Background: an optimization exercise with open tools, aiming at small area and a short achievable clock period. Do not read the settings as production practice. The RTL was checked by simulation tests, not by an equivalence proof against the original design. Power figures rest on the tool's default switching activity, not on a simulated workload.

## design.v

```verilog
module pow_5_pipe
(
    input             clock,
    input      [17:0] n,
    output reg [17:0] n_pow_5
);
    reg [17:0] n_1;
    always @(posedge clock) n_1 <= n;
    wire [5:0] a_1 = n_1[5:0];
    wire [11:0] h_1 = n_1[17:6];
    wire [63:0] f_t_dec = 64'd1 << a_1;
    wire f_t_4 = |(f_t_dec & 64'h8282282882822828);
    wire f_t_5 = |(f_t_dec & 64'hc46eec466ec446ec);
    wire f_t_6 = |(f_t_dec & 64'h604ae2e04acae048);
    wire f_t_7 = |(f_t_dec & 64'h468aec2ae6a04688);
    wire f_t_8 = |(f_t_dec & 64'hce440a0864e40880);
    wire f_t_9 = |(f_t_dec & 64'h428ecaac0e42a640);
    wire f_t_10 = |(f_t_dec & 64'h3654f0901094de70);
    wire f_t_11 = |(f_t_dec & 64'h106e786ef40a3060);
    wire f_t_12 = |(f_t_dec & 64'h561646a0b8b4c840);
    wire f_t_13 = |(f_t_dec & 64'h9c3a7c9a28c26a00);
    wire f_t_14 = |(f_t_dec & 64'h8854120cec3c1a80);
    wire f_t_15 = |(f_t_dec & 64'h2988e390f95eb700);
    wire f_t_16 = |(f_t_dec & 64'hf7b0aa4e070ab400);
    wire f_t_17 = |(f_t_dec & 64'he5c2ef3058e09800);
    wire [63:0] a1_t_dec = 64'd1 << a_1;
    wire a1_t_4 = |(a1_t_dec & 64'h6c6c6c6c6c6c6c6c);
    wire a1_t_5 = |(a1_t_dec & 64'haa00aa00aa00aa0);
    wire a1_t_6 = |(a1_t_dec & 64'h466eecc4466eecc4);
    wire a1_t_7 = |(a1_t_dec & 64'h222a02228880a888);
    wire a1_t_8 = |(a1_t_dec & 64'h9ed21c589eda3c58);
    wire a1_t_9 = |(a1_t_dec & 64'haae4e60228664480);
    wire a1_t_10 = |(a1_t_dec & 64'h103c1e7cf672f8b0);
    wire a1_t_11 = |(a1_t_dec & 64'hea60e02a4ec2e8e0);
    wire [63:0] a2_t_dec = 64'd1 << a_1;
    wire a2_t_3 = |(a2_t_dec & 64'hee44ee44ee44ee44);
    wire a2_t_4 = |(a2_t_dec & 64'he04a4ae0e04a4ae0);
    wire [31:0] h2_t_dec = 32'd1 << h_1[4:0];
    wire h2_t_3 = |(h2_t_dec & 32'h28282828);
    wire h2_t_4 = |(h2_t_dec & 32'h1ab01ab0);
    reg [5:0] a_2;
    reg [11:0] h_2;
    reg f_2_4;
    reg f_2_5;
    reg f_2_6;
    reg f_2_7;
    reg f_2_8;
    reg f_2_9;
    reg f_2_10;
    reg f_2_11;
    reg f_2_12;
    reg f_2_13;
    reg f_2_14;
    reg f_2_15;
    reg f_2_16;
    reg f_2_17;
    reg a1_2_4;
    reg a1_2_5;
    reg a1_2_6;
    reg a1_2_7;
    reg a1_2_8;
    reg a1_2_9;
    reg a1_2_10;
    reg a1_2_11;
    reg a2_2_3;
    reg a2_2_4;
    reg h2_2_3;
    reg h2_2_4;
    always @(posedge clock) begin
        a_2 <= a_1;
        h_2 <= h_1;
        f_2_4 <= f_t_4;
        f_2_5 <= f_t_5;
        f_2_6 <= f_t_6;
        f_2_7 <= f_t_7;
        f_2_8 <= f_t_8;
        f_2_9 <= f_t_9;
        f_2_10 <= f_t_10;
        f_2_11 <= f_t_11;
        f_2_12 <= f_t_12;
        f_2_13 <= f_t_13;
        f_2_14 <= f_t_14;
        f_2_15 <= f_t_15;
        f_2_16 <= f_t_16;
        f_2_17 <= f_t_17;
        a1_2_4 <= a1_t_4;
        a1_2_5 <= a1_t_5;
        a1_2_6 <= a1_t_6;
        a1_2_7 <= a1_t_7;
        a1_2_8 <= a1_t_8;
        a1_2_9 <= a1_t_9;
        a1_2_10 <= a1_t_10;
        a1_2_11 <= a1_t_11;
        a2_2_3 <= a2_t_3;
        a2_2_4 <= a2_t_4;
        h2_2_3 <= h2_t_3;
        h2_2_4 <= h2_t_4;
    end
    wire w1 = ((a_2[0] & a_2[1]));
    wire w2 = ((a_2[0] & a_2[2]));
    wire w3 = ((a_2[0] & a_2[3]));
    wire w4 = a_2[0] & h_2[0];
    wire w5 = a_2[0] & h_2[1];
    wire w6 = a_2[0] & h_2[2];
    wire w7 = a_2[0] & h_2[3];
    wire w8 = a_2[0] & h_2[4];
    wire w9 = a_2[0] & h_2[5];
    wire w10 = a_2[0] & h_2[6];
    wire w11 = a_2[0] & h_2[7];
    wire w12 = a_2[0] & h_2[8];
    wire w13 = a_2[0] & h_2[9];
    wire w14 = a_2[0] & h_2[10];
    wire w15 = a_2[0] & h_2[11];
    wire w16 = a_2[0] & h_2[0];
    wire w17 = a_2[0] & h_2[1];
    wire w18 = a_2[0] & h_2[2];
    wire w19 = a_2[0] & h_2[3];
    wire w20 = a_2[0] & h_2[4];
    wire w21 = a_2[0] & h_2[5];
    wire w22 = a_2[0] & h_2[6];
    wire w23 = a_2[0] & h_2[7];
    wire w24 = a_2[0] & h_2[8];
    wire w25 = a_2[0] & h_2[9];
    wire w26 = a1_2_4 & h_2[0];
    wire w27 = a1_2_4 & h_2[1];
    wire w28 = a1_2_4 & h_2[2];
    wire w29 = a1_2_4 & h_2[3];
    wire w30 = a1_2_4 & h_2[4];
    wire w31 = a1_2_4 & h_2[5];
    wire w32 = a1_2_4 & h_2[6];
    wire w33 = a1_2_4 & h_2[7];
    wire w34 = a1_2_5 & h_2[0];
    wire w35 = a1_2_5 & h_2[1];
    wire w36 = a1_2_5 & h_2[2];
    wire w37 = a1_2_5 & h_2[3];
    wire w38 = a1_2_5 & h_2[4];
    wire w39 = a1_2_5 & h_2[5];
    wire w40 = a1_2_5 & h_2[6];
    wire w41 = a1_2_6 & h_2[0];
    wire w42 = a1_2_6 & h_2[1];
    wire w43 = a1_2_6 & h_2[2];
    wire w44 = a1_2_6 & h_2[3];
    wire w45 = a1_2_6 & h_2[4];
    wire w46 = a1_2_6 & h_2[5];
    wire w47 = a1_2_7 & h_2[0];
    wire w48 = a1_2_7 & h_2[1];
    wire w49 = a1_2_7 & h_2[2];
    wire w50 = a1_2_7 & h_2[3];
    wire w51 = a1_2_7 & h_2[4];
    wire w52 = a1_2_8 & h_2[0];
    wire w53 = a1_2_8 & h_2[1];
    wire w54 = a1_2_8 & h_2[2];
    wire w55 = a1_2_8 & h_2[3];
    wire w56 = a1_2_9 & h_2[0];
    wire w57 = a1_2_9 & h_2[1];
    wire w58 = a1_2_9 & h_2[2];
    wire w59 = a1_2_10 & h_2[0];
    wire w60 = a1_2_10 & h_2[1];
    wire w61 = a1_2_11 & h_2[0];
    wire w62 = a_2[0] & h_2[0];
    wire w63 = ((~h_2[0] & h_2[1]));
    wire w64 = a_2[0] & w63;
    wire w65 = a_2[0] & h2_2_3;
    wire w66 = a_2[0] & h2_2_4;
    wire w67 = ((a_2[0] & a_2[1]));
    wire w68 = w67 & h_2[0];
    wire w69 = ((~h_2[0] & h_2[1]));
    wire w70 = w67 & w69;
    wire w71 = w67 & h2_2_3;
    wire w72 = ((a_2[0] & ~a_2[2]));
    wire w73 = w72 & h_2[0];
    wire w74 = ((~h_2[0] & h_2[1]));
    wire w75 = w72 & w74;
    wire w76 = a2_2_3 & h_2[0];
    wire w77 = a2_2_4 & h_2[0];
    wire w78 = f_2_6 ^ w4;
    wire w79 = f_2_6 & w4;
    wire w80 = f_2_7 ^ w5 ^ w79;
    wire w81 = (f_2_7 & w5) | (f_2_7 & w79) | (w5 & w79);
    wire w82 = f_2_8 ^ w6 ^ w16;
    wire w83 = (f_2_8 & w6) | (f_2_8 & w16) | (w6 & w16);
    wire w84 = w82 ^ w81;
    wire w85 = w82 & w81;
    wire w86 = f_2_9 ^ w7 ^ w17;
    wire w87 = (f_2_9 & w7) | (f_2_9 & w17) | (w7 & w17);
    wire w88 = w83 ^ w86 ^ w85;
    wire w89 = (w83 & w86) | (w83 & w85) | (w86 & w85);
    wire w90 = f_2_10 ^ w8 ^ w18;
    wire w91 = (f_2_10 & w8) | (f_2_10 & w18) | (w8 & w18);
    wire w92 = w26 ^ w87 ^ w90;
    wire w93 = (w26 & w87) | (w26 & w90) | (w87 & w90);
    wire w94 = f_2_11 ^ w9 ^ w19;
    wire w95 = (f_2_11 & w9) | (f_2_11 & w19) | (w9 & w19);
    wire w96 = w27 ^ w34 ^ w91;
    wire w97 = (w27 & w34) | (w27 & w91) | (w34 & w91);
    wire w98 = w94 ^ w93 ^ w96;
    wire w99 = (w94 & w93) | (w94 & w96) | (w93 & w96);
    wire w100 = f_2_12 ^ w10 ^ w20;
    wire w101 = (f_2_12 & w10) | (f_2_12 & w20) | (w10 & w20);
    wire w102 = w28 ^ w35 ^ w41;
    wire w103 = (w28 & w35) | (w28 & w41) | (w35 & w41);
    wire w104 = w95 ^ w100 ^ w102;
    wire w105 = (w95 & w100) | (w95 & w102) | (w100 & w102);
    wire w106 = f_2_13 ^ w11 ^ w21;
    wire w107 = (f_2_13 & w11) | (f_2_13 & w21) | (w11 & w21);
    wire w108 = w29 ^ w36 ^ w42;
    wire w109 = (w29 & w36) | (w29 & w42) | (w36 & w42);
    wire w110 = w47 ^ w62 ^ w101;
    wire w111 = (w47 & w62) | (w47 & w101) | (w62 & w101);
    wire w112 = w103 ^ w106 ^ w108;
    wire w113 = (w103 & w106) | (w103 & w108) | (w106 & w108);
    wire w114 = w105 ^ w110 ^ w112;
    wire w115 = (w105 & w110) | (w105 & w112) | (w110 & w112);
    wire w116 = f_2_14 ^ w12 ^ w22;
    wire w117 = (f_2_14 & w12) | (f_2_14 & w22) | (w12 & w22);
    wire w118 = w30 ^ w37 ^ w43;
    wire w119 = (w30 & w37) | (w30 & w43) | (w37 & w43);
    wire w120 = w48 ^ w52 ^ w68;
    wire w121 = (w48 & w52) | (w48 & w68) | (w52 & w68);
    wire w122 = w107 ^ w109 ^ w116;
    wire w123 = (w107 & w109) | (w107 & w116) | (w109 & w116);
    wire w124 = w118 ^ w120 ^ w111;
    wire w125 = (w118 & w120) | (w118 & w111) | (w120 & w111);
    wire w126 = f_2_15 ^ w13 ^ w23;
    wire w127 = (f_2_15 & w13) | (f_2_15 & w23) | (w13 & w23);
    wire w128 = w31 ^ w38 ^ w44;
    wire w129 = (w31 & w38) | (w31 & w44) | (w38 & w44);
    wire w130 = w49 ^ w53 ^ w56;
    wire w131 = (w49 & w53) | (w49 & w56) | (w53 & w56);
    wire w132 = w64 ^ w73 ^ w117;
    wire w133 = (w64 & w73) | (w64 & w117) | (w73 & w117);
    wire w134 = w119 ^ w121 ^ w126;
    wire w135 = (w119 & w121) | (w119 & w126) | (w121 & w126);
    wire w136 = w128 ^ w130 ^ w123;
    wire w137 = (w128 & w130) | (w128 & w123) | (w130 & w123);
    wire w138 = f_2_16 ^ w14 ^ w24;
    wire w139 = (f_2_16 & w14) | (f_2_16 & w24) | (w14 & w24);
    wire w140 = w32 ^ w39 ^ w45;
    wire w141 = (w32 & w39) | (w32 & w45) | (w39 & w45);
    wire w142 = w50 ^ w54 ^ w57;
    wire w143 = (w50 & w54) | (w50 & w57) | (w54 & w57);
    wire w144 = w59 ^ w65 ^ w70;
    wire w145 = (w59 & w65) | (w59 & w70) | (w65 & w70);
    wire w146 = w76 ^ w127 ^ w129;
    wire w147 = (w76 & w127) | (w76 & w129) | (w127 & w129);
    wire w148 = w131 ^ w138 ^ w140;
    wire w149 = (w131 & w138) | (w131 & w140) | (w138 & w140);
    wire w150 = w142 ^ w144 ^ w133;
    wire w151 = (w142 & w144) | (w142 & w133) | (w144 & w133);
    wire w152 = w135 ^ w146 ^ w148;
    wire w153 = (w135 & w146) | (w135 & w148) | (w146 & w148);
    wire w154 = f_2_17 ^ w15 ^ w25;
    wire w155 = w33 ^ w40 ^ w46;
    wire w156 = w51 ^ w55 ^ w58;
    wire w157 = w60 ^ w61 ^ w66;
    wire w158 = w71 ^ w75 ^ w77;
    wire w159 = w139 ^ w141 ^ w143;
    wire w160 = w145 ^ w154 ^ w155;
    wire w161 = w156 ^ w157 ^ w158;
    wire w162 = w147 ^ w149 ^ w159;
    reg [32:0] t_3;
    always @(posedge clock) begin
        t_3[0] <= a_2[0];
        t_3[1] <= w1;
        t_3[2] <= w2;
        t_3[3] <= w3;
        t_3[4] <= f_2_4;
        t_3[5] <= f_2_5;
        t_3[6] <= w78;
        t_3[7] <= w80;
        t_3[8] <= w84;
        t_3[9] <= w88;
        t_3[10] <= w92;
        t_3[11] <= w89;
        t_3[12] <= w98;
        t_3[13] <= w97;
        t_3[14] <= w104;
        t_3[15] <= w99;
        t_3[16] <= w114;
        t_3[17] <= w113;
        t_3[18] <= w122;
        t_3[19] <= w124;
        t_3[20] <= w115;
        t_3[21] <= w132;
        t_3[22] <= w134;
        t_3[23] <= w125;
        t_3[24] <= w136;
        t_3[25] <= w137;
        t_3[26] <= w150;
        t_3[27] <= w152;
        t_3[28] <= w160;
        t_3[29] <= w161;
        t_3[30] <= w151;
        t_3[31] <= w153;
        t_3[32] <= w162;
    end
    wire w163 = t_3[13] ^ t_3[14] ^ t_3[15];
    wire w164 = (t_3[13] & t_3[14]) | (t_3[13] & t_3[15]) | (t_3[14] & t_3[15]);
    wire w165 = t_3[17] ^ t_3[18] ^ t_3[19];
    wire w166 = (t_3[17] & t_3[18]) | (t_3[17] & t_3[19]) | (t_3[18] & t_3[19]);
    wire w167 = t_3[21] ^ t_3[22] ^ t_3[23];
    wire w168 = (t_3[21] & t_3[22]) | (t_3[21] & t_3[23]) | (t_3[22] & t_3[23]);
    wire w169 = t_3[24] ^ w166 ^ w167;
    wire w170 = (t_3[24] & w166) | (t_3[24] & w167) | (w166 & w167);
    wire w171 = t_3[25] ^ t_3[26] ^ t_3[27];
    wire w172 = (t_3[25] & t_3[26]) | (t_3[25] & t_3[27]) | (t_3[26] & t_3[27]);
    wire w173 = w168 ^ w171 ^ w170;
    wire w174 = (w168 & w171) | (w168 & w170) | (w171 & w170);
    wire w175 = t_3[28] ^ t_3[29] ^ t_3[30];
    wire w176 = t_3[31] ^ t_3[32] ^ w172;
    wire w177 = w175 ^ w176 ^ w174;
    wire [11:0] s0 = {w177, w173, w169, t_3[20], t_3[16], w163, t_3[12], t_3[10], t_3[9], t_3[8], t_3[7], t_3[6]};
    wire [11:0] s1 = {1'b0, 1'b0, 1'b0, w165, w164, 1'b0, 1'b0, t_3[11], 1'b0, 1'b0, 1'b0, 1'b0};
    always @(posedge clock) n_pow_5 <= {s0 + s1, t_3[5], t_3[4], t_3[3], t_3[2], t_3[1], t_3[0]};
endmodule
```

## run.sh

```bash
#!/bin/bash
# synth_recipe.tcl (not shown) runs the flow's synth.tcl, then flattens the netlist and writes it again
# the make line also repeats each setting of config.mk as NAME=value (left out here)
make -C /OpenROAD-flow-scripts/flow DESIGN_CONFIG=/design/flow/config.mk WORK_HOME=/design/flow/orfs CLKGATE_MAP_FILE= SYNTH_SCRIPT=/design/flow/synth_recipe.tcl finish
```

## config.mk

```make
export PLATFORM = sky130hd
export DESIGN_NAME = pow_5_pipe
export DESIGN_NICKNAME = pow_5_pipe
export VERILOG_FILES = /design/flow/design.v
export SDC_FILE = /design/flow/constraint.sdc
export NUM_CORES = 4
export LEC_CHECK = 0
export CAP_MARGIN = 20
export CORE_MARGIN = 2
export CORE_UTILIZATION = 40
export CTS_BUF_LIST = sky130_fd_sc_hd__clkbuf_16
export SETUP_SLACK_MARGIN = 4.4
export SLEW_MARGIN = 20
```

## constraint.sdc

```tcl
create_clock -name core_clock -period 6.4 [get_ports {clock}]
set_input_delay 1.2800 -clock core_clock [delete_from_list [all_inputs] [get_ports {clock}]]
set_output_delay 1.2800 -clock core_clock [all_outputs]
set_load 0.01 [all_outputs]
```

==> results of run 1 <==
## cell usage in the layout, fill, tap and decap left out, types with 11 or more instances in the layout
| cell type | synthesis | final |
|---|---|---|
| o21ai_0 | 17 | 17 |
| fa_1 | 42 | 24 |
| xnor2_1 | 29 | 25 |
| buf_6 | 2 | 12 |
| a21oi_1 | 42 | 42 |
| nor2_1 | 27 | 26 |
| and2_1 | 19 | 12 |
| o22ai_1 | 14 | 14 |
| fa_2 | 0 | 18 |
| nand2_1 | 70 | 66 |
| inv_2 | 2 | 12 |
| inv_1 | 45 | 34 |
| buf_2 | 19 | 14 |
| clkdlybuf4s50_1 | 0 | 18 |
| dfxtp_1 | 111 | 95 |
| buf_4 | 6 | 22 |
| o21ai_1 | 11 | 11 |
## through the flow
stage / instance area, um2 / hold WS [ns] / setup WS (ns) / instances / util [%]
CTS: 6290 / 0.330 / 4.21 / 780 / 47.7
global route: 6440 / 0.331 / 4.14 / 787 / 48.8
floorplan: 5440 / 0.310 / 4.15 / 564 / -
global placement: 5840 / 0.310 / 4.10 / 745 / 44.3
finish: 6440 / 0.329 / 4.19 / 787 / 48.8
detailed placement: 5840 / 0.312 / 4.04 / 745 / 44.3
## metal layers
metal  up-vias  share of wire, %
met4         0               2.6
met2       140                47
met5         -                 0
met3        19               5.5
li1       1939                 -
met1      1916                45
## kinds of logic (layout without fill, tap and decap cells)
logic type                 after synthesis  in the layout  synth area share (%)
and+or+nand+nor                        159            159                  14.0
AOI/OAI and AO/OA                      124            124                  14.4
DFF                                    111            111                  41.3
buffers and inverters                   83            130                  6.93
adders and majority gates               48             48                  17.0
xor gates and xnor gates                39             39                  6.35
## repair_timing
action | CTS | global route
setup buffers | 18 | 7
pin swaps | 11 | 10
gates cloned | 1 | 0
endpoints found under the hold margin | 0 | 0
gates resized for setup | 122 | 32
hold buffers | 0 | 0
setup endpoints to repair | 38 | 39
## path summary, 6_finish.rpt
path                            startpoint      end  slack (ns)  cells past startpoint
worst max register to register      a_2[0]  t_3[27]        4.19                      5
worst min-delay path               n_1[10]   h_2[4]        0.33                      0
worst min register to register     n_1[10]   h_2[4]        0.33                      0
worst max-delay path                a_2[0]  t_3[27]        4.19                      5
## power by group
group,leakage [uW],internal [uW],switching (uW)
Combinational,0.00160,334,331
Clock,0.000144,274,268
Sequential,0.000938,827,63.4
Total,0.00268,1440,662
## synthesized netlist by cell type (all sizes together) (4+ instances only)
cell type  instances  area [um2]
xor2              10        87.6
nand3              6        30.0
nor2              27         101
o221ai             6        52.6
fa                42         841
nand2b             7        46.3
inv               47         176
o22ai             14        87.6
and2              19         119
ha                 6        75.1
xnor2             29         254
nand2             70         263
clkbuf             8        30.0
o21ai             28         140
nor3               8        40.0
buf               28         166
a22o               4        35.0
dfxtp            111        2220
nor2b             12        80.1
a21oi             42         210
## worst max-delay path, stage by stage (launching register included)
cell and delay [ns]:
dfxtp_4 0.39, buf_4 0.15, and2_1 0.15, fa_1 0.48
fa_1 0.46, fa_2 0.54
## registers in the layout (all words and copies together) (netlist names), 4 cells and up
register	flops
a_2	4
h_2	12
n_1	18
n_pow_5	18
t_3	33
## cell type report
type | count | area (um2) | share of cell area, %
repair inverters | 1 | 5.00 | 0.0777
multi-input cells | 370 | 2930 | 45.5
well taps | 176 | 220 | 3.42
flip-flops and latches | 111 | 2260 | 35.2
inverters | 47 | 184 | 2.85
repair buffers | 66 | 551 | 8.55
clock inverters | 7 | 62.6 | 0.971
clock buffers | 9 | 225 | 3.50
==> results by group, run 1 <==
Die
  • Width of the chip: 120 um
  • Floorplan row count: 42
  • Ports placed on the boundary: 37
  • Vertical die dimension: 120 um
  • Starting density of the core: 40.8%
  • Total Die Area: 14400 um2
  • Total core area: 13200 um2

Synth
  • Async set-or-reset flop fraction in the synthesized netlist: 0%
  • #FFs+latches synth: 111
  • Top flip-flop cell by instance count after synthesis: dfxtp_1
  • Number of different library cells in the post-synthesis netlist: 53
  • Post-synthesis sequential area ratio: 41.3%
  • Gate Count Post-Synth: 564
  • Number of flops mapped to enable cells by yosys: 0
  • Avg Synthesized Cell Area: 9.53 um2
  • Synthesized net count: 631
  • Syn. warnings: 1
  • Netlist Area Pre-Place: 5380 um2

Timing
  • Fmax achieved: 452 MHz
  • RSZ-0062 raised after global routing: true
  • Post-Route Setup TNS: 0 ns
  • Final setup vio count: 0
  • Share of the cycle needed by the critical path after routing: 34.6%
  • Maximum clock skew at final layout: 0.00856 ns
  • Number of pins with negative max-slew slack in the final report: 0
  • Hold violation total from the final report: 0
  • Relative max-transition margin: 58.5%
  • Worst-margin pin slew: 0.622 ns
  • Final critical delay including setup and external delays: 2.21 ns

CTS
  • Buffer type at the clock tree root: clkbuf_16
  • Maximum root-to-sink buffer count: 2
  • Source-to-sink clock delay at the later pin of the worst-skew pair: 0.36 ns
  • Clock transition at the registers of the reported paths: 0.07 ns
  • Number of buffers created by CTS: 9
  • Number of levels in the clock H-tree: 3
  • CTS tree: done
  • TritonCTS Sinks: 111

Final layout
  • ANT cells: 0
  • Area grow syn2layout: 19.8%
  • Share of post-route cells with drive strength above 1: 22.6%
  • Fillcell total: 1251
  • Number of nets in the final layout: 673

GRT
  • Total overflow reported by the global router: 0
  • Number of antenna violations at the first check in global routing: 0
  • Met2 Usage GRT: 28.3%
  • Met1 Use GR: 25.5%
  • Vias in the first global route: 3904
  • Total routing usage reported by global routing: 18.4%
  • Pin count of the biggest net entering global routing: 66
  • Global routing met3 resource utilization: 3.42%
  • Wire length of the first global-routing pass: 20500 um
  • Most crowded layer after global routing: met2

Outcome
  • Run status: finished clean

Pwr
  • Worst ir drop on vdd: 0.148 mV
  • PD cells: 326 nW/um2
  • Leak Pwr: 0.00268 uW
  • Sum of internal, switching and leakage power: 2100 uW

Worst setup path
  • Required time worst endpoint: 6.70 ns
  • Arrival time of data at the critical path endpoint: 2.52 ns
  • CP Max Fanout: 8
  • Worst setup EP type: register
  • Kind of critical path: register to register
  • Launching element type of the critical path: register

Routing
  • Via total after detailed routing: 4014
  • Per-cell via count in the routed design: 5.10
  • Average wire per standard cell: 15.9 um
  • Post-detailed-routing wire length: 12500 um
  • Post-detailed-route count of antenna-violating nets: 0
  • Number of DRC violations after detailed-routing iteration 0: 330
  • Remaining DRCs: 0
  • Iteration count of the initial detailed-routing pass: 5

Placement
  • Port Buf Inserts: 36
  • Routability cong.: 0.898
  • DPL Wire Length: 8310 um

Min path
  • Worst min-delay path class: register to register

Job
  • MaxCap Viol Count: 0
==> run 2: changes to the inputs <==
--- a/config.mk
+++ b/config.mk
@@ -9,5 +9,8 @@
 export CORE_MARGIN = 2
 export CORE_UTILIZATION = 40
-export CTS_BUF_LIST = sky130_fd_sc_hd__clkbuf_16
-export SETUP_SLACK_MARGIN = 4.4
+export CTS_BUF_LIST = sky130_fd_sc_hd__clkbuf_4 sky130_fd_sc_hd__clkbuf_8
+export CTS_CLUSTER_DIAMETER = 60
+export CTS_CLUSTER_SIZE = 40
+export PLACE_DENSITY = 0.75
+export SETUP_SLACK_MARGIN = 4.3
 export SLEW_MARGIN = 20
==> run 2 against run 1 <==
Still clean on timing, DRC and antenna. Fmax is 0.44% lower. Clock power fell by 28%. Count of clock-buffer cells in the layout is 2 higher. Sequential share of layout area rose by 1.4 points. Via count shrank 1.3%. Critical path depth grew 1. Clock skew rose by 0.0042 ns. Largest cell class unchanged.
==> results by group, run 2 <==
Final layout
  • Finished Cell Area: 6200 um2 (-3.7%)
  • ANT cells: 0 (unchanged)
  • Reg with most FFs: t_3
  • Final standard cell count with taps included and fillers excluded: 774 (-1.7%)
  • Area grow syn2layout: 15.3%
  • Registers with the most flip-flops: t_3 x33, n_1 x18, n_pow_5 x18
  • Flip-flop count of the largest register, all copies and words added: 33 (unchanged)
  • Number of nets in the final layout: 660 (-1.9%)
  • Most common cell after layout, fill and taps aside: dfxtp_1
  • Share of post-route cells with drive strength above 1: 20.1% (-2.5 points)
  • Most frequent cells in the layout: dfxtp_1 (95), nand2_1 (65), a21oi_1 (42)

Timing
  • Hold violation total from the final report: 0 (unchanged)
  • Share of the cycle needed by the critical path after routing: 34.7% (+0.15 points)
  • Relative max-transition margin: 58.5% (about the same)
  • Post-Route Setup TNS: 0 ns (unchanged)
  • Final critical delay including setup and external delays: 2.22 ns (+0.00973 ns)
  • Final worst hold slack: 0.330 ns (+0.00127 ns)
  • RSZ-0062 raised after global routing: true
  • Number of pins with negative max-slew slack in the final report: 0 (unchanged)
  • Maximum clock skew at final layout: 0.0128 ns (+0.00423 ns)
  • Final setup vio count: 0 (unchanged)
  • Worst-margin pin slew: 0.623 ns (+0.000327 ns)
  • Fmax achieved: 450 MHz (-0.44%)

Placement
  • Routability cong.: 0.939 (+4.5%)
  • Port Buf Inserts: 36 (unchanged)
  • Cells after DPL: 745 (unchanged)
  • Total cell area at the placement stage: 5830 um2 (-0.13%)
  • DPL Wire Length: 8210 um (-1.2%)

Synth
  • Top-count cell post-synth: dfxtp_1
  • Top flip-flop cell by instance count after synthesis: dfxtp_1
  • Largest area contributor in the synthesized netlist: dfxtp_1
  • Number of different library cells in the post-synthesis netlist: 53 (unchanged)
  • Synthesized net count: 631 (unchanged)
  • Avg Synthesized Cell Area: 9.53 um2 (unchanged)
  • Gate Count Post-Synth: 564 (unchanged)
  • Netlist Area Pre-Place: 5380 um2 (unchanged)
  • Async set-or-reset flop fraction in the synthesized netlist: 0% (unchanged)
  • Post-synth top cells: dfxtp_1 (111), nand2_1 (70), inv_1 (45)
  • Post-synthesis sequential area ratio: 41.3% (unchanged)
  • Cell types with the largest area share after synthesis: dfxtp_1 (41%), fa_1 (16%), nand2_1 (4.9%), xnor2_1 (4.7%), a21oi_1 (3.9%)
  • Number of flops mapped to enable cells by yosys: 0 (unchanged)
  • Area share of the largest cell type after synthesis: 41.3% (unchanged)
  • Syn. warnings: 1 (unchanged)
  • #FFs+latches synth: 111 (unchanged)

Job
  • MaxCap Viol Count: 0 (unchanged)

GRT
  • Total routing usage reported by global routing: 17.6% (-0.74 points)
  • Number of antenna violations at the first check in global routing: 0 (unchanged)
  • Vias in the first global route: 3950 (+1.2%)
  • Pin count of the biggest net entering global routing: 66 (unchanged)
  • Total overflow reported by the global router: 0 (unchanged)
  • Wire length of the first global-routing pass: 19800 um (-3.3%)

Die
  • Starting density of the core: 40.8% (unchanged)
  • Ports placed on the boundary: 37 (unchanged)
  • Total core area: 13200 um2 (unchanged)
  • Floorplan row count: 42 (unchanged)
  • Width of the chip: 120 um (unchanged)
  • Vertical die dimension: 120 um (unchanged)
  • Total Die Area: 14400 um2 (unchanged)

Routing
  • Average wire per standard cell: 15.5 um (-2.5%)
  • Remaining DRCs: 0 (unchanged)
  • Iteration count of the initial detailed-routing pass: 4 (-1)
  • Post-detailed-routing wire length: 12000 um (-4.2%)
  • Post-detailed-route count of antenna-violating nets: 0 (unchanged)
  • Number of DRC violations after detailed-routing iteration 0: 320 (-3.0%)
  • Per-cell via count in the routed design: 5.12 (+0.39%)
  • Via total after detailed routing: 3963 (-1.3%)

CTS
  • CTS tree: done
  • Number of levels in the clock H-tree: 3 (unchanged)
  • Buffer type at the clock tree root: clkbuf_8
  • Clock transition at the registers of the reported paths: 0.10 ns (+0.03 ns)
  • Source-to-sink clock delay at the later pin of the worst-skew pair: 0.38 ns (+0.02 ns)
  • TritonCTS Sinks: 111 (unchanged)
  • Maximum root-to-sink buffer count: 2 (unchanged)
  • Number of buffers created by CTS: 9 (unchanged)
  • Hold buffer count at cts: 0 (unchanged)

Pwr
  • Internal Pwr Total: 1310 uW (-8.5%)
  • Sw power: 618 uW (-6.7%)
  • Sequential group share of total power: 46.1% (+3.6 points)
  • Worst ir drop on vdd: 0.134 mV (-9.4%)
  • PD cells: 311 nW/um2 (-4.4%)
  • Leak Pwr: 0.00257 uW (-4.4%)
  • Clock network power share: 20.2% (-5.6 points)
  • Proportion of total power due to net switching: 32.0% (+0.42 points)
  • Combinational Power Share: 33.7% (+2.0 points)

Outcome
  • Run status: finished clean

Min path
  • Worst min-delay path class: register to register

Worst setup path
  • Worst-path cell chain: and2_4 > fa_1 > inv_1 > fa_2 > inv_2 > fa_2
  • Arrival time of data at the critical path endpoint: 2.55 ns (+0.03 ns)
  • Largest incremental delay on the critical path: 0.52 ns (-0.02 ns)
  • Worst setup EP type: register
  • Launching element type of the critical path: register
  • CP Max Fanout: 5 (-3)
  • Required time worst endpoint: 6.73 ns (+0.03 ns)
  • Cell type with the highest occurrence count on the critical path: fa_2
  • Worst path slowest cell: fa_2
  • Kind of critical path: register to register
run 2: cell types whose count changed in the layout (fill, tap and decap cells not counted), moves of 3 or more:
cell       delta
inv_2         -5
buf_4         -7
clkbuf_8     +11
inv_1         +5
inv_8         -3
buf_6         -8
clkinv_2      +3
clkbuf_16     -9
run 2: stage by stage:
| step | utilization, % | setup slack (ns) | total power [uW] |
|---|---|---|---|
| 2_1_floorplan | - | 4.15 | 1380 |
| 5_1_grt | 47.0 | 4.13 | 2070 |
| 3_3_place_gp | 44.2 | 4.12 | 1540 |
| 3_5_place_dp | 44.2 | 4.05 | 1570 |
| 6_report | 47.0 | 4.18 | 1930 |
| 4_1_cts | 46.0 | 4.22 | 1940 |
run 2: power groups by stage:
stage / clock, uW / sequential, uW / combinational (uW)
floorplan: 0 / 904 / 476
global placement: 0 / 905 / 635
detailed placement: 0 / 908 / 663
CTS: 409 / 890 / 645
global route: 437 / 902 / 733
finish: 390 / 889 / 651
run 2: routing by layer:
layer	vias to the layer above	global-route usage (%)	wire [um]
li1	1907	-	-
met1	1893	22.9	5180
met2	141	28.3	5780
met3	22	4.52	720
met4	0	6.76	331
met5	-	0	0
run 2: worst paths after layout:
path           start  cells past startpoint  slack [ns]  endpoint
min reg2reg  n_1[10]                      0        0.33    h_2[4]
max reg2reg   a_2[0]                      6        4.18   t_3[27]
max           a_2[0]                      6        4.18   t_3[27]
min          n_1[10]                      0        0.33    h_2[4]
run 2: cell families (layout without fill, tap and decap cells):
| logic type | count (synthesis) | after routing | synth area share (%) |
|---|---|---|---|
| buffers and inverters | 83 | 117 | 6.93 |
| adders and majority gates | 48 | 48 | 17.0 |
| xor gates and xnor gates | 39 | 39 | 6.35 |
| AOI/OAI and AO/OA | 124 | 124 | 14.4 |
| and+or+nand+nor | 159 | 159 | 14.0 |
| DFF | 111 | 111 | 41.3 |
run 2: what timing repair did:
item / 4_1_cts / 5_1_grt
setup endpoints to repair: 36 / 33
resized for setup: 110 / 32
setup buffers: 7 / 5
gates cloned: 1 / 0
pin swaps: 14 / 13
run 2: cell type report:
cell class / count / area [um2]
clock inverters: 5 / 32.5
well taps: 176 / 220
multi-input cells: 370 / 2920
fillers: 1227 / 6990
repair buffers: 53 / 428
inverters: 47 / 180
repair inverters: 1 / 5.00
clock buffers: 11 / 151
flip-flops and latches: 111 / 2260
run 2: critical path, delay by kind of cell, from the launching register on:
kind | cells | cell delay (ns)
and+or+nand+nor | 1 | 0.14
buffers and inverters | 2 | 0.10
adders and majority gates | 3 | 1.55
DFF | 1 | 0.38
==> run 3: changes to the inputs <==
--- a/config.mk
+++ b/config.mk
@@ -12,5 +12,5 @@
 export CTS_CLUSTER_DIAMETER = 60
 export CTS_CLUSTER_SIZE = 40
-export PLACE_DENSITY = 0.75
+export PLACE_DENSITY = 0.85
 export SETUP_SLACK_MARGIN = 4.3
 export SLEW_MARGIN = 20
==> run 3 against run 2 <==
Still clean. Utilization down 0.15 points. Register-to-register slack lost 0.03 ns. Synthesized cell count did not move. Cell count stayed put. Clock power is 4% lower. Fmax shrank 1.4%. Count of clock-buffer cells in the layout is 2 lower. Critical path type unchanged.
==> results by group, run 3 <==
Outcome
  • Run status: finished clean

Job
  • MaxCap Viol Count: 0 (unchanged)

Synth
  • Number of flops mapped to enable cells by yosys: 0 (unchanged)
  • Top-count cell post-synth: dfxtp_1
  • Syn. warnings: 1 (unchanged)
  • #FFs+latches synth: 111 (unchanged)
  • Post-synth top cells: dfxtp_1 (111), nand2_1 (70), inv_1 (45)
  • Cell types with the largest area share after synthesis: dfxtp_1 (41%), fa_1 (16%), nand2_1 (4.9%), xnor2_1 (4.7%), a21oi_1 (3.9%)
  • Top flip-flop cell by instance count after synthesis: dfxtp_1
  • Async set-or-reset flop fraction in the synthesized netlist: 0% (unchanged)
  • Area share of the largest cell type after synthesis: 41.3% (unchanged)
  • Gate Count Post-Synth: 564 (unchanged)
  • Avg Synthesized Cell Area: 9.53 um2 (unchanged)
  • Netlist Area Pre-Place: 5380 um2 (unchanged)
  • Largest area contributor in the synthesized netlist: dfxtp_1
  • Number of different library cells in the post-synthesis netlist: 53 (unchanged)
  • Post-synthesis sequential area ratio: 41.3% (unchanged)
  • Synthesized net count: 631 (unchanged)

CTS
  • Buffer type at the clock tree root: clkbuf_8
  • Number of levels in the clock H-tree: 3 (unchanged)
  • Number of buffers created by CTS: 9 (unchanged)
  • CTS tree: done
  • Hold buffer count at cts: 0 (unchanged)
  • Maximum root-to-sink buffer count: 2 (unchanged)
  • TritonCTS Sinks: 111 (unchanged)
  • Clock transition at the registers of the reported paths: 0.10 ns (about the same)
  • Source-to-sink clock delay at the later pin of the worst-skew pair: 0.38 ns (about the same)

Final layout
  • Registers with the most flip-flops: t_3 x33, n_1 x18, n_pow_5 x18
  • Most common cell after layout, fill and taps aside: dfxtp_1
  • Final Util: 46.9% (-0.15 points)
  • Flip-flop count of the largest register, all copies and words added: 33 (unchanged)
  • Share of post-route cells with drive strength above 1: 20.6% (+0.50 points)
  • ANT cells: 0 (unchanged)
  • Most frequent cells in the layout: dfxtp_1 (91), nand2_1 (66), a21oi_1 (42)
  • Register cell area after layout: 2260 um2 (-0.22%)
  • Number of nets in the final layout: 661 (+0.15%)
  • Reg with most FFs: t_3
  • Area occupied by multi-input gates: 2890 um2 (-0.94%)
  • Fillcell total: 1191 (-2.9%)
  • Area grow syn2layout: 15.0%

Routing
  • Per-cell via count in the routed design: 5.13 (+0.15%)
  • Post-detailed-routing wire length: 11500 um (-3.9%)
  • Average wire per standard cell: 14.9 um (-3.9%)
  • Remaining DRCs: 0 (unchanged)
  • Via total after detailed routing: 3969 (+0.15%)
  • Iteration count of the initial detailed-routing pass: 7 (+3)
  • Post-detailed-route count of antenna-violating nets: 0 (unchanged)
  • Number of DRC violations after detailed-routing iteration 0: 359 (+12%)

GRT
  • Number of antenna violations at the first check in global routing: 0 (unchanged)
  • Total routing usage reported by global routing: 16.8% (-0.84 points)
  • Wire length of the first global-routing pass: 19100 um (-3.8%)
  • Total overflow reported by the global router: 0 (unchanged)
  • Vias in the first global route: 3906 (-1.1%)
  • Pin count of the biggest net entering global routing: 66 (unchanged)

Timing
  • Fmax achieved: 443 MHz (-1.4%)
  • Post-Route Setup TNS: 0 ns (unchanged)
  • Hold violation total from the final report: 0 (unchanged)
  • Final critical delay including setup and external delays: 2.26 ns (+0.0322 ns)
  • Final setup vio count: 0 (unchanged)
  • Share of the cycle needed by the critical path after routing: 35.3% (+0.50 points)
  • RSZ-0062 raised after global routing: true
  • Relative max-transition margin: 58.7% (+0.20 points)
  • Worst-margin pin slew: 0.620 ns (-0.00293 ns)
  • Maximum clock skew at final layout: 0.0130 ns (+0.000211 ns)
  • Number of pins with negative max-slew slack in the final report: 0 (unchanged)

Worst setup path
  • Launching instance or port of the critical path: a_2[0]
  • Reg2Reg Depth: 6 (unchanged)
  • Arrival time of data at the critical path endpoint: 2.59 ns (+0.04 ns)
  • Launching element type of the critical path: register
  • Crit Reg-Reg Startpoint: a_2[0]
  • Worst setup EP type: register
  • Kind of critical path: register to register
  • CP Max Fanout: 6 (+1)
  • End of the critical path: t_3[27]
  • Required time worst endpoint: 6.73 ns (about the same)
  • Critical R2R Capture: t_3[27]
  • Register-to-register setup slack: 4.14 ns (-0.03 ns)

Placement
  • DPL Wire Length: 7840 um (-4.5%)
  • Routability cong.: 0.926 (-1.4%)
  • Port Buf Inserts: 36 (unchanged)

Pwr
  • Clock network power share: 19.4% (-0.8 points)
  • Combinational Power Share: 34.1% (+0.4 points)
  • Sw power: 620 uW (+0.28%)
  • Worst ir drop on vdd: 0.140 mV (+4.7%)
  • Proportion of total power due to net switching: 32.3% (+0.32 points)
  • Internal Pwr Total: 1300 uW (-1.2%)
  • Sequential group share of total power: 46.5% (+0.4 points)
  • Leak Pwr: 0.00255 uW (-0.78%)
  • PD cells: 310 nW/um2 (-0.39%)

Die
  • Starting density of the core: 40.8% (unchanged)
  • Floorplan row count: 42 (unchanged)
  • Total core area: 13200 um2 (unchanged)
  • Ports placed on the boundary: 37 (unchanged)
  • Total Die Area: 14400 um2 (unchanged)
  • Width of the chip: 120 um (unchanged)
  • Vertical die dimension: 120 um (unchanged)

Min path
  • Worst min-delay path class: register to register
## run 3: cell count changes in the layout (fill, tap and decap cells not counted), moves of 2 or more
| cell | delta |
|---|---|
| inv_6 | +3 |
| inv_2 | +2 |
| nand2_4 | -2 |
| dfxtp_4 | -4 |
| clkinv_4 | -2 |
| inv_1 | -2 |
| dfxtp_2 | +8 |
| buf_6 | +5 |
| buf_2 | -4 |
| clkbuf_8 | -2 |
| dfxtp_1 | -4 |
## run 3: cell type report
class,count,area share (%)
well taps,176,3.56
clock inverters,6,0.708
flip-flops and latches,111,36.6
inverters,47,2.91
repair buffers,54,7.39
repair inverters,1,0.0810
multi-input cells,370,46.8
clock buffers,9,2.00
## run 3: worst min-delay path by stage
stage	startpoint	to	slack, ns	cells past startpoint
6_report	t_3[5]	n_pow_5[5]	0.33	0
5_1_grt	n_1[15]	h_2[9]	0.34	0
4_1_cts	t_3[5]	n_pow_5[5]	0.33	0
3_5_place_dp	t_3[4]	n_pow_5[4]	0.31	0
3_3_place_gp	t_3[5]	n_pow_5[5]	0.31	0
2_1_floorplan	n_1[16]	h_2[10]	0.31	0
## run 3: logic make-up after synthesis
family | count (synthesis) | synth area share, %
AO/OA/AOI/OAI | 124 | 14.4
XOR/XNOR | 39 | 6.35
adder cells (fa/ha/maj) | 48 | 17.0
buffers and inverters | 83 | 6.93
flip-flops | 111 | 41.3
AND/OR/NAND/NOR | 159 | 14.0
## run 3: power groups by stage
stage	sequential (uW)	combinational, uW	clock, uW
floorplan	904	476	0
global placement	903	629	0
detailed placement	907	661	0
CTS	890	646	384
global route	904	738	412
finish	892	653	373
## run 3: per-stage QoR
stage	hold WS (ns)	setup slack [ns]	cell area, um2	total power (uW)	std cells
floorplan	0.310	4.15	5430	1380	564
global placement	0.312	4.15	5830	1530	745
detailed placement	0.312	4.04	5830	1570	745
CTS	0.332	4.18	6050	1920	769
global route	0.336	4.11	6180	2050	774
finish	0.331	4.14	6180	1920	774
## run 3: layer usage
metal | track usage (%) | vias to the layer above | wire length (um)
met5 | 0 | - | 0
met1 | 21.0 | 1856 | 4700
met4 | 6.91 | 0 | 291
met3 | 4.33 | 29 | 803
li1 | - | 1913 | -
met2 | 27.6 | 171 | 5750
## run 3: critical path, stage by stage (launching register included)
cell,delay [ns]
dfxtp_4,0.39
and2_4,0.15
fa_1,0.54
inv_2,0.05
fa_2,0.52
inv_1,0.05
fa_2,0.52
## run 3: repair_timing
item	CTS	global route
endpoints found under the setup margin	35	33
pin swaps	12	15
buffers inserted	9	4
gates resized for setup	112	32
gates cloned	0	1
==> run 4: changes to the inputs <==
--- a/config.mk
+++ b/config.mk
@@ -12,5 +12,4 @@
 export CTS_CLUSTER_DIAMETER = 60
 export CTS_CLUSTER_SIZE = 40
-export PLACE_DENSITY = 0.85
 export SETUP_SLACK_MARGIN = 4.3
 export SLEW_MARGIN = 20
==> run 4 against run 3 <==
Critical path type unchanged. Power rose by 2.3%. Utilization is 0.60 points higher. Largest cell class unchanged. Cell area is 1.3% higher. Worst hold slack better by 0.0024 ns.
==> results by group, run 4 <==
Outcome
  • Run status: finished clean

CTS
  • Source-to-sink clock delay at the later pin of the worst-skew pair: 0.40 ns (+0.02 ns)
  • TritonCTS Sinks: 111 (unchanged)
  • CTS tree: done
  • Clock transition at the registers of the reported paths: 0.12 ns (+0.02 ns)
  • Buffer type at the clock tree root: clkbuf_8
  • Number of levels in the clock H-tree: 3 (unchanged)
  • Number of buffers created by CTS: 9 (unchanged)
  • Maximum root-to-sink buffer count: 2 (unchanged)
  • Hold buffer count at cts: 0 (unchanged)

Synth
  • Synthesized net count: 631 (unchanged)
  • Top flip-flop cell by instance count after synthesis: dfxtp_1
  • Number of different library cells in the post-synthesis netlist: 53 (unchanged)
  • Syn. warnings: 1 (unchanged)
  • Area share of the largest cell type after synthesis: 41.3% (unchanged)
  • Gate Count Post-Synth: 564 (unchanged)
  • #FFs+latches synth: 111 (unchanged)
  • Netlist Area Pre-Place: 5380 um2 (unchanged)
  • Avg Synthesized Cell Area: 9.53 um2 (unchanged)
  • Number of flops mapped to enable cells by yosys: 0 (unchanged)
  • Post-synthesis sequential area ratio: 41.3% (unchanged)
  • Post-synth top cells: dfxtp_1 (111), nand2_1 (70), inv_1 (45)
  • Largest area contributor in the synthesized netlist: dfxtp_1
  • Cell types with the largest area share after synthesis: dfxtp_1 (41%), fa_1 (16%), nand2_1 (4.9%), xnor2_1 (4.7%), a21oi_1 (3.9%)
  • Async set-or-reset flop fraction in the synthesized netlist: 0% (unchanged)
  • Top-count cell post-synth: dfxtp_1

Routing
  • Via total after detailed routing: 3991 (+0.55%)
  • Per-cell via count in the routed design: 5.14 (+0.17%)
  • Iteration count of the initial detailed-routing pass: 5 (-2)
  • Post-detailed-routing wire length: 12500 um (+8.0%)
  • Post-detailed-route count of antenna-violating nets: 0 (unchanged)
  • Remaining DRCs: 0 (unchanged)
  • Number of DRC violations after detailed-routing iteration 0: 353 (-1.7%)
  • Average wire per standard cell: 16.0 um (+7.6%)

Job
  • MaxCap Viol Count: 0 (unchanged)

Pwr
  • Worst ir drop on vdd: 0.139 mV (-0.85%)
  • Sum of internal, switching and leakage power: 1960 uW (+2.3%)
  • PD cells: 313 nW/um2 (+1.0%)
  • Leak Pwr: 0.00258 uW (+1.4%)

Final layout
  • Flip-flop count of the largest register, all copies and words added: 33 (unchanged)
  • Finished Cell Area: 6260 um2 (+1.3%)
  • Most frequent cells in the layout: dfxtp_1 (94), nand2_1 (65), a21oi_1 (42)
  • Number of nets in the final layout: 663 (+0.30%)
  • Registers with the most flip-flops: t_3 x33, n_1 x18, n_pow_5 x18
  • Most common cell after layout, fill and taps aside: dfxtp_1
  • Share of post-route cells with drive strength above 1: 20.1% (-0.44 points)
  • Final standard cell count with taps included and fillers excluded: 777 (+0.39%)
  • Reg with most FFs: t_3
  • Area grow syn2layout: 16.4%
  • ANT cells: 0 (unchanged)

Timing
  • Post-Route Setup TNS: 0 ns (unchanged)
  • Number of pins with negative max-slew slack in the final report: 0 (unchanged)
  • Worst-margin pin slew: 0.571 ns (-0.0484 ns)
  • Fmax achieved: 448 MHz (+1.1%)
  • Hold violation total from the final report: 0 (unchanged)
  • Share of the cycle needed by the critical path after routing: 34.9% (-0.40 points)
  • RSZ-0062 raised after global routing: true
  • Maximum clock skew at final layout: 0.0211 ns (+0.00815 ns)
  • Final worst setup slack: 4.17 ns (+0.0254 ns)
  • Final critical delay including setup and external delays: 2.23 ns (-0.0254 ns)
  • Final setup vio count: 0 (unchanged)
  • Relative max-transition margin: 61.6% (+2.9 points)

Worst setup path
  • Worst setup EP type: register
  • CP Max Fanout: 7 (+1)
  • Register-to-register setup slack: 4.17 ns (+0.03 ns)
  • Required time worst endpoint: 6.75 ns (+0.02 ns)
  • Critical R2R Capture: t_3[27]
  • Arrival time of data at the critical path endpoint: 2.58 ns (about the same)
  • Reg2Reg Depth: 6 (unchanged)
  • Launching element type of the critical path: register
  • Kind of critical path: register to register
  • Crit Reg-Reg Startpoint: a_2[0]

Min path
  • Worst min-delay path class: register to register
  • Hold path endpoint: h_2[5]
  • Worst hold start: n_1[11]
  • Cell depth of the worst min-delay path: 0 (unchanged)

GRT
  • Wire length of the first global-routing pass: 20300 um (+6.5%)
  • Vias in the first global route: 3887 (-0.49%)
  • Number of antenna violations at the first check in global routing: 0 (unchanged)
  • Total routing usage reported by global routing: 18.4% (+1.6 points)
  • Met1 Use GR: 24.9% (+3.9 points)
  • Total overflow reported by the global router: 0 (unchanged)
  • Global routing met3 resource utilization: 4.13% (-0.19 points)
  • Pin count of the biggest net entering global routing: 66 (unchanged)
  • Met2 Usage GRT: 28.1% (+0.50 points)
  • Most crowded layer after global routing: met2

Placement
  • Routability cong.: 0.884 (-4.5%)
  • Port Buf Inserts: 36 (unchanged)
  • Total cell area at the placement stage: 5830 um2 (unchanged)
  • DPL Wire Length: 8290 um (+5.8%)
  • Cells after DPL: 745 (unchanged)
  • Worst-case setup slack after placement: 4.03 ns (-0.00529 ns)

Die
  • Width of the chip: 120 um (unchanged)
  • Total Die Area: 14400 um2 (unchanged)
  • Floorplan row count: 42 (unchanged)
  • Ports placed on the boundary: 37 (unchanged)
  • Total core area: 13200 um2 (unchanged)
  • Starting density of the core: 40.8% (unchanged)
  • Vertical die dimension: 120 um (unchanged)
## run 4: changes by cell type in the layout (fill, tap and decap cells not counted), sizes merged
cell,before,now
clkinvlp,3,2
buf,36,38
clkinv,2,3
clkbuf,9,10
## run 4: worst max-delay path by stage
stage / from / end / slack [ns] / depth (start not counted)
after floorplan: a_2[0] / t_3[27] / 4.15 / 7
after global placement: a_2[0] / t_3[16] / 4.12 / 5
after detailed placement: a_2[0] / t_3[16] / 4.03 / 5
after CTS: a_2[0] / t_3[27] / 4.20 / 6
after global routing: t_3[23] / n_pow_5[17] / 4.11 / 9
final: a_2[0] / t_3[27] / 4.17 / 6
## run 4: what timing repair did
action | CTS | global route
gates cloned | 1 | 0
endpoints found under the setup margin | 36 | 36
resized for setup | 108 | 35
pin swaps | 11 | 14
buffers inserted | 11 | 3
## run 4: stage by stage
stage	utilization (%)	hold slack, ns
after floorplan	-	0.310
after global placement	44.2	0.310
after detailed placement	44.2	0.314
after CTS	46.3	0.334
after global routing	47.5	0.345
final	47.5	0.333
## run 4: cell type report
cell class	instances	area [um2]
repair buffers	56	482
clock buffers	10	138
well taps	176	220
clock inverters	6	60.1
repair inverters	1	5.00
fillers	1275	6930
multi-input cells	370	2910
inverters	47	180
flip-flops and latches	111	2260
## run 4: where the power goes
part,internal [uW],switching [uW]
combinational,329,328
clock,162,254
sequential,828,60.5
total,1320,643
## run 4: logic make-up (layout without fill, tap and decap cells)
kind of cell / after synthesis / after routing / share of synthesized area, %
adder cells (fa/ha/maj): 48 / 48 / 17.0
flip-flops: 111 / 111 / 41.3
XOR/XNOR: 39 / 39 / 6.35
buffers and inverters: 83 / 120 / 6.93
AND/OR/NAND/NOR: 159 / 159 / 14.0
AO/OA/AOI/OAI: 124 / 124 / 14.4
## run 4: layer usage
metal,vias up,wire length (um)
met4,0,359
met3,28,581
li1,1921,-
met2,114,5770
met1,1928,5760
met5,-,0
## run 4: critical path, stage by stage (launching register included)
cell and delay, ns:
dfxtp_4 0.41, and2_4 0.15, fa_1 0.49, inv_1 0.05
fa_2 0.52, inv_2 0.04, fa_2 0.53
==> run 5: changes to the inputs <==
--- a/config.mk
+++ b/config.mk
@@ -12,4 +12,5 @@
 export CTS_CLUSTER_DIAMETER = 60
 export CTS_CLUSTER_SIZE = 40
-export SETUP_SLACK_MARGIN = 4.3
+export PLACE_DENSITY = 0.75
+export SETUP_SLACK_MARGIN = 4.15
 export SLEW_MARGIN = 20
==> run 5 against run 4 <==
Global-route usage shrank 0.053 points. Synthesized cell count unchanged. Cell area shrank 2.9%. First-iteration DRC count fell by 13%. Power up 0.78%. Non-clock buffer count down 8. Clock power rose by 6.3%. Register-to-register slack lost 0.06 ns.
==> results by group, run 5 <==
Timing
  • Hold violation total from the final report: 0 (unchanged)
  • Worst-margin pin slew: 0.598 ns (+0.0267 ns)
  • Number of pins with negative max-slew slack in the final report: 0 (unchanged)
  • Final setup vio count: 0 (unchanged)
  • RSZ-0062 raised after global routing: true
  • Maximum clock skew at final layout: 0.0198 ns (-0.00137 ns)
  • Share of the cycle needed by the critical path after routing: 35.8% (+0.96 points)
  • Post-Route Setup TNS: 0 ns (unchanged)
  • Final worst setup slack: 4.11 ns (-0.0617 ns)
  • Fmax achieved: 436 MHz (-2.7%)
  • Final critical delay including setup and external delays: 2.29 ns (+0.0617 ns)
  • Relative max-transition margin: 60.1% (-1.4 points)

CTS
  • Clock transition at the registers of the reported paths: 0.11 ns (about the same)
  • TritonCTS Sinks: 111 (unchanged)
  • Maximum root-to-sink buffer count: 2 (unchanged)
  • Number of levels in the clock H-tree: 3 (unchanged)
  • Source-to-sink clock delay at the later pin of the worst-skew pair: 0.39 ns (about the same)
  • Number of buffers created by CTS: 9 (unchanged)
  • Buffer type at the clock tree root: clkbuf_8
  • CTS tree: done

Final layout
  • Share of post-route cells with drive strength above 1: 12.5% (-7.7 points)
  • Number of nets in the final layout: 655 (-1.2%)
  • Area grow syn2layout: 13.0%
  • Final Util: 46.1% (-1.4 points)
  • Registers with the most flip-flops: t_3 x33, n_1 x18, n_pow_5 x18
  • Most frequent cells in the layout: dfxtp_1 (98), nand2_1 (70), a21oi_1 (42)
  • Most common cell after layout, fill and taps aside: dfxtp_1
  • ANT cells: 0 (unchanged)
  • Reg with most FFs: t_3
  • Final standard cell count with taps included and fillers excluded: 769 (-1.0%)
  • Flip-flop count of the largest register, all copies and words added: 33 (unchanged)

Synth
  • Async set-or-reset flop fraction in the synthesized netlist: 0% (unchanged)
  • Number of different library cells in the post-synthesis netlist: 53 (unchanged)
  • Area share of the largest cell type after synthesis: 41.3% (unchanged)
  • #FFs+latches synth: 111 (unchanged)
  • Post-synthesis sequential area ratio: 41.3% (unchanged)
  • Largest area contributor in the synthesized netlist: dfxtp_1
  • Post-synth top cells: dfxtp_1 (111), nand2_1 (70), inv_1 (45)
  • Avg Synthesized Cell Area: 9.53 um2 (unchanged)
  • Cell types with the largest area share after synthesis: dfxtp_1 (41%), fa_1 (16%), nand2_1 (4.9%), xnor2_1 (4.7%), a21oi_1 (3.9%)
  • Syn. warnings: 1 (unchanged)
  • Share of the synthesized area in compound gates (AO/OA/AOI/OAI): 14.4% (unchanged)
  • Synthesized net count: 631 (unchanged)
  • Post-synthesis adder-cell area fraction: 17.0% (unchanged)
  • Top-count cell post-synth: dfxtp_1
  • Number of flops mapped to enable cells by yosys: 0 (unchanged)
  • Portion of netlist area occupied by mux cells: 0% (unchanged)
  • Area share of xor/xnor cells in the synthesized design: 6.35% (unchanged)
  • Netlist Area Pre-Place: 5380 um2 (unchanged)
  • Gate Count Post-Synth: 564 (unchanged)
  • Main combinational cell family by area after synthesis: adder cells
  • Top flip-flop cell by instance count after synthesis: dfxtp_1
  • Simple-gate area share of the yosys netlist: 14.0% (unchanged)

Worst setup path
  • Largest incremental delay on the critical path: 0.51 ns (-0.02 ns)
  • Worst-path cell chain: and2_1 > fa_1 > inv_1 > fa_1 > inv_1 > fa_1
  • Reg2Reg Depth: 6 (unchanged)
  • Crit Reg-Reg Startpoint: a_2[0]
  • Worst setup EP type: register
  • Kind of critical path: register to register
  • Launching element type of the critical path: register
  • Worst path slowest cell: fa_1
  • Critical R2R Capture: t_3[27]
  • Arrival time of data at the critical path endpoint: 2.55 ns (-0.03 ns)
  • Register-to-register setup slack: 4.11 ns (-0.06 ns)
  • Cell type with the highest occurrence count on the critical path: fa_1
  • Required time worst endpoint: 6.66 ns (-0.09 ns)
  • CP Max Fanout: 12 (+5)

Die
  • Floorplan row count: 42 (unchanged)
  • Total Die Area: 14400 um2 (unchanged)
  • Width of the chip: 120 um (unchanged)
  • Vertical die dimension: 120 um (unchanged)
  • Starting density of the core: 40.8% (unchanged)
  • Ports placed on the boundary: 37 (unchanged)
  • Total core area: 13200 um2 (unchanged)

Routing
  • Iteration count of the initial detailed-routing pass: 5 (unchanged)
  • Average wire per standard cell: 16.2 um (+0.68%)
  • Post-detailed-route count of antenna-violating nets: 0 (unchanged)
  • Post-detailed-routing wire length: 12400 um (-0.36%)
  • Number of DRC violations after detailed-routing iteration 0: 307 (-13%)
  • Via total after detailed routing: 3960 (-0.78%)
  • Remaining DRCs: 0 (unchanged)
  • Per-cell via count in the routed design: 5.15 (+0.26%)

Pwr
  • Sum of internal, switching and leakage power: 1980 uW (+0.78%)
  • Worst ir drop on vdd: 0.161 mV (+16%)
  • PD cells: 325 nW/um2 (+3.8%)
  • Leak Pwr: 0.00253 uW (-1.9%)

GRT
  • Total routing usage reported by global routing: 18.3% (-0.053 points)
  • Total overflow reported by the global router: 0 (unchanged)
  • Vias in the first global route: 3959 (+1.9%)
  • Number of antenna violations at the first check in global routing: 0 (unchanged)
  • Wire length of the first global-routing pass: 20500 um (+0.75%)
  • Pin count of the biggest net entering global routing: 66 (unchanged)

Placement
  • Worst-case setup slack after placement: 4.05 ns (+0.0198 ns)
  • Routability cong.: 0.916 (+3.7%)
  • Port Buf Inserts: 36 (unchanged)
  • Cells after DPL: 746 (+0.13%)
  • DPL Wire Length: 8620 um (+3.9%)

Job
  • MaxCap Viol Count: 0 (unchanged)

Outcome
  • Run status: finished clean

Min path
  • Worst hold start: n_1[14]
  • Hold path endpoint: h_2[8]
  • Cell depth of the worst min-delay path: 0 (unchanged)
  • Worst min-delay path class: register to register
==> run 5: per-layer routing <==
| layer | wire, um | share of wire [%] | global-route usage [%] | vias to the layer above |
|---|---|---|---|---|
| met5 | 0 | 0 | 0 | - |
| met4 | 364 | 2.9 | 7.21 | 0 |
| met3 | 626 | 5.0 | 3.90 | 32 |
| met2 | 5810 | 47 | 28.8 | 144 |
| met1 | 5620 | 45 | 24.6 | 1882 |
| li1 | - | - | - | 1902 |
==> run 5: how the worst max path moves through the flow <==
stage          startpoint      end  slack (ns)  depth (start not counted)
6_report           a_2[0]  t_3[27]        4.11                          6
2_1_floorplan      a_2[0]  t_3[27]        4.15                          7
5_1_grt            a1_2_6  t_3[16]        4.07                          6
3_3_place_gp       a_2[0]  t_3[16]        4.12                          5
3_5_place_dp       a_2[0]  t_3[16]        4.05                          5
4_1_cts            a_2[0]  t_3[27]        4.11                          6
==> run 5: kinds of logic (layout without fill, tap and decap cells) <==
group,Yosys count,in the layout
AND/OR/NAND/NOR,159,159
buffers and inverters,83,112
flip-flops,111,111
AO/OA/AOI/OAI,124,124
adder cells (fa/ha/maj),48,48
XOR/XNOR,39,39
==> run 5: area by class of cell <==
type	instances	area (um2)
clock buffer	10	131
clock inverter	6	76.3
fill	1259	7110
inverter	47	180
multi-input combinational	370	2820
sequential	111	2250
tap	176	220
timing repair buffer	48	399
timing repair inverter	1	5.00
==> run 5: power by group <==
part           leakage [uW]  total (uW)  internal (uW)  switching [uW]
clock network      0.000100         442            192             249
logic               0.00150         648            321             328
registers          0.000936         887            827            59.6
==> run 5: metrics by stage <==
step	hold slack, ns	area [um2]
2_1_floorplan	0.310	5400
3_3_place_gp	0.312	5810
3_5_place_dp	0.312	5810
4_1_cts	0.335	6060
5_1_grt	0.339	6080
6_report	0.327	6080
==> run 5: what timing repair did <==
action	in CTS	in global routing
gates cloned	0	1
resized for setup	43	31
endpoints found under the setup margin	28	23
pin swaps	4	7
setup buffers	3	3
hold buffers	0	0
hold endpoints to repair	0	0
==> run 5: worst max-delay path, delay by kind of cell, from the launching register on <==
kind          cells  cell delay, ns
fa+ha+maj         3            1.51
simple gates      1            0.16
flops             1            0.40
buf+inv           2            0.12
==> run 6: changes to the inputs <==
--- a/design.v
+++ b/design.v
@@ -307,9 +307,13 @@
     wire w173 = w168 ^ w171 ^ w170;
     wire w174 = (w168 & w171) | (w168 & w170) | (w171 & w170);
-    wire w175 = t_3[28] ^ t_3[29] ^ t_3[30];
-    wire w176 = t_3[31] ^ t_3[32] ^ w172;
-    wire w177 = w175 ^ w176 ^ w174;
-    wire [11:0] s0 = {w177, w173, w169, t_3[20], t_3[16], w163, t_3[12], t_3[10], t_3[9], t_3[8], t_3[7], t_3[6]};
+    wire w175 = t_3[28] ^ t_3[29];
+    wire w176 = t_3[30] ^ t_3[31];
+    wire w177 = t_3[32] ^ w175;
+    wire w178 = w176 ^ w177;
+    wire w179 = w172 ^ w178;
+    wire w180 = w179 ^ w174;
+    wire [11:0] s0 = {1'b0, w173, w169, t_3[20], t_3[16], w163, t_3[12], t_3[10], t_3[9], t_3[8], t_3[7], t_3[6]};
     wire [11:0] s1 = {1'b0, 1'b0, 1'b0, w165, w164, 1'b0, 1'b0, t_3[11], 1'b0, 1'b0, 1'b0, 1'b0};
-    always @(posedge clock) n_pow_5 <= {s0 + s1, t_3[5], t_3[4], t_3[3], t_3[2], t_3[1], t_3[0]};
+    wire [11:0] sum = s0 + s1;
+    always @(posedge clock) n_pow_5 <= {sum[11] ^ w180, sum[10:0], t_3[5], t_3[4], t_3[3], t_3[2], t_3[1], t_3[0]};
 endmodule
--- a/config.mk
+++ b/config.mk
@@ -13,4 +13,4 @@
 export CTS_CLUSTER_SIZE = 40
 export PLACE_DENSITY = 0.75
-export SETUP_SLACK_MARGIN = 4.15
+export SETUP_SLACK_MARGIN = 4.4
 export SLEW_MARGIN = 20
==> run 6 against run 5 <==
Still clean on timing, DRC and antenna. Clock power increased by 14%. First-iteration DRC count increased by 12%. Area after synthesis about the same. Critical path depth unchanged. Cell area increased by 3.4%. Register-to-register slack improved by 0.096 ns. Sequential cell count unchanged. Power increased by 3.0%. Utilization increased by 1.5 points. Die area about the same. Global-route usage decreased by 0.95 points. Fmax increased by 4.4%.
==> results by group, run 6 <==
Outcome
  • Run status: finished clean

CTS
  • Number of buffers created by CTS: 9 (unchanged)
  • Source-to-sink clock delay at the later pin of the worst-skew pair: 0.38 ns (about the same)
  • Buffer type at the clock tree root: clkbuf_8
  • Clock transition at the registers of the reported paths: 0.10 ns (about the same)
  • TritonCTS Sinks: 111 (unchanged)

Timing
  • Hold violation total from the final report: 0 (unchanged)
  • Maximum clock skew at final layout: 0.0171 ns (-0.00266 ns)
  • Worst-margin pin slew: 0.479 ns (-0.119 ns)
  • Final critical delay including setup and external delays: 2.20 ns (-0.0963 ns)
  • Number of pins with negative max-slew slack in the final report: 0 (unchanged)
  • Final setup vio count: 0 (unchanged)
  • Relative max-transition margin: 67.9% (+7.8 points)
  • Post-Route Setup TNS: 0 ns (unchanged)

Synth
  • Post-synth top cells: dfxtp_1 (111), nand2_1 (68), fa_1 (42)
  • Syn. warnings: 1 (unchanged)
  • Gate Count Post-Synth: 547 (-3.0%)
  • Avg Synthesized Cell Area: 9.83 um2 (+3.1%)
  • Largest area contributor in the synthesized netlist: dfxtp_1
  • Main combinational cell family by area after synthesis: adder cells
  • Top flip-flop cell by instance count after synthesis: dfxtp_1
  • Portion of netlist area occupied by mux cells: 0.372% (+0.37 points)
  • Synthesized net count: 614 (-2.7%)
  • #FFs+latches synth: 111 (unchanged)
  • Number of flops mapped to enable cells by yosys: 0 (unchanged)
  • Area share of xor/xnor cells in the synthesized design: 6.33% (-0.022 points)
  • Cell types with the largest area share after synthesis: dfxtp_1 (41%), fa_1 (16%), nand2_1 (4.7%), xnor2_1 (4.7%), a21oi_1 (3.8%)
  • Netlist Area Pre-Place: 5380 um2 (about the same)

Die
  • Total Die Area: 14400 um2 (about the same)
  • Width of the chip: 120 um (about the same)
  • Starting density of the core: 40.8% (about the same)
  • Vertical die dimension: 120 um (about the same)

Worst setup path
  • CP Max Fanout: 6 (-6)
  • Worst-path cell chain: buf_12 > nand2_1 > fa_1 > fa_1 > inv_2 > fa_1
  • Critical R2R Capture: t_3[16]
  • Kind of critical path: register to register
  • Instance count on the critical path: 6 (unchanged)
  • Launching element type of the critical path: register
  • Arrival time of data at the critical path endpoint: 2.46 ns (-0.09 ns)
  • Register-to-register setup slack: 4.20 ns (+0.10 ns)
  • Cell family contributing the most delay on the critical path: adder cells
  • Reg2Reg Depth: 6 (unchanged)
  • Worst path slowest cell: fa_1
  • Combined buffer and inverter count along the critical path: 2 (unchanged)
  • End of the critical path: t_3[16]
  • Cell type with the highest occurrence count on the critical path: fa_1
  • Launching instance or port of the critical path: a_2[0]
  • Crit Reg-Reg Startpoint: a_2[0]

Min path
  • Worst min-delay path class: register to register

Final layout
  • Area grow syn2layout: 16.8%
  • Finished Cell Area: 6280 um2 (+3.4%)
  • Flip-flop count of the largest register, all copies and words added: 33 (unchanged)
  • Reg with most FFs: t_3
  • Registers with the most flip-flops: t_3 x33, n_1 x18, n_pow_5 x18
  • Share of post-route cells with drive strength above 1: 21.4% (+8.9 points)
  • ANT cells: 0 (unchanged)
  • Final standard cell count with taps included and fillers excluded: 761 (-1.0%)

Routing
  • Average wire per standard cell: 15.5 um (-3.8%)
  • Post-detailed-route count of antenna-violating nets: 0 (unchanged)
  • Iteration count of the initial detailed-routing pass: 5 (unchanged)
  • Per-cell via count in the routed design: 5.17 (+0.49%)
  • Remaining DRCs: 0 (unchanged)
  • Number of DRC violations after detailed-routing iteration 0: 343 (+12%)
  • Post-detailed-routing wire length: 11800 um (-4.8%)

Placement
  • Routability cong.: 0.932 (+1.7%)
  • Cells after DPL: 731 (-2.0%)
  • Port Buf Inserts: 36 (unchanged)
  • Total cell area at the placement stage: 5800 um2 (-0.26%)

Pwr
  • Leak Pwr: 0.00261 uW (+3.0%)

GRT
  • Pin count of the biggest net entering global routing: 46 (-30%)
  • Total overflow reported by the global router: 0 (unchanged)
[run 6: cell types whose count changed after synthesis, sizes merged, moves of 3 or more]
cell,change
o22ai,-3
and2b,+3
inv,-6
nor2,-3
nand2b,-4
o21ai,+7
[run 6: power breakdown]
part | internal (uW) | switching (uW)
Combinational | 318 | 322
Sequential | 827 | 65.0
Clock | 281 | 222
Total | 1430 | 609
[run 6: per-stage QoR]
stage	power (uW)	hold slack, ns	worst slack [ns]	util, %
3_5_place_dp	1550	0.314	4.08	44.0
5_1_grt	2170	0.335	4.14	47.6
4_1_cts	2040	0.332	4.17	46.7
6_report	2040	0.329	4.20	47.6
3_3_place_gp	1520	0.313	4.14	44.0
2_1_floorplan	1370	0.310	4.15	-
[run 6: worst min-delay path by stage]
stage,start,end,cells past startpoint
3_3_place_gp,n_1[12],h_2[6],0
4_1_cts,n_1[10],h_2[4],0
2_1_floorplan,n_1[16],h_2[10],0
6_report,n_1[10],h_2[4],0
3_5_place_dp,n_1[13],h_2[7],0
5_1_grt,n_1[16],h_2[10],0
[run 6: cell type report]
type / instances / area (um2)
inverters: 41 / 154
clock inverters: 5 / 104
repair buffers: 56 / 475
fillers: 1193 / 6910
multi-input cells: 361 / 2910
well taps: 176 / 220
clock buffers: 11 / 151
flip-flops and latches: 111 / 2260
[run 6: cells by family after synthesis]
kind of cell	count (synthesis)
buffers and inverters	75
DFF	111
and+or+nand+nor	145
AOI/OAI and AO/OA	128
xor gates and xnor gates	38
adders and majority gates	48
muxes	2
[run 6: worst reg2reg max path: cells and delay by family (launching register included)]
family / cells / cell delay, ns
AND/OR/NAND/NOR: 1 / 0.08
buffers and inverters: 2 / 0.16
flip-flops: 1 / 0.41
adder cells (fa/ha/maj): 3 / 1.45
[run 6: routing by layer]
layer	part of all wire [%]	global-route usage, %	vias to the layer above
met2	47	26.5	149
met1	44	23.2	1898
met5	0	0	-
met4	2.9	7.43	0
li1	-	-	1868
met3	6.3	4.56	23
[run 6: repair_timing]
item,4_1_cts,5_1_grt
buffers inserted,10,4
endpoints found under the hold margin,0,0
setup endpoints to repair,51,43
hold buffers,0,0
pin swaps,26,9
gates resized for setup,112,27

Re-timed with assumed drivers on the ports (clkbuf_16 on the clock, buf_2 on other inputs), run 6 has 4.204 ns of setup slack against 4.204 ns with ideal ports, and 4.204 ns once port delays also move by the mid clock arrival of 0.404 ns.
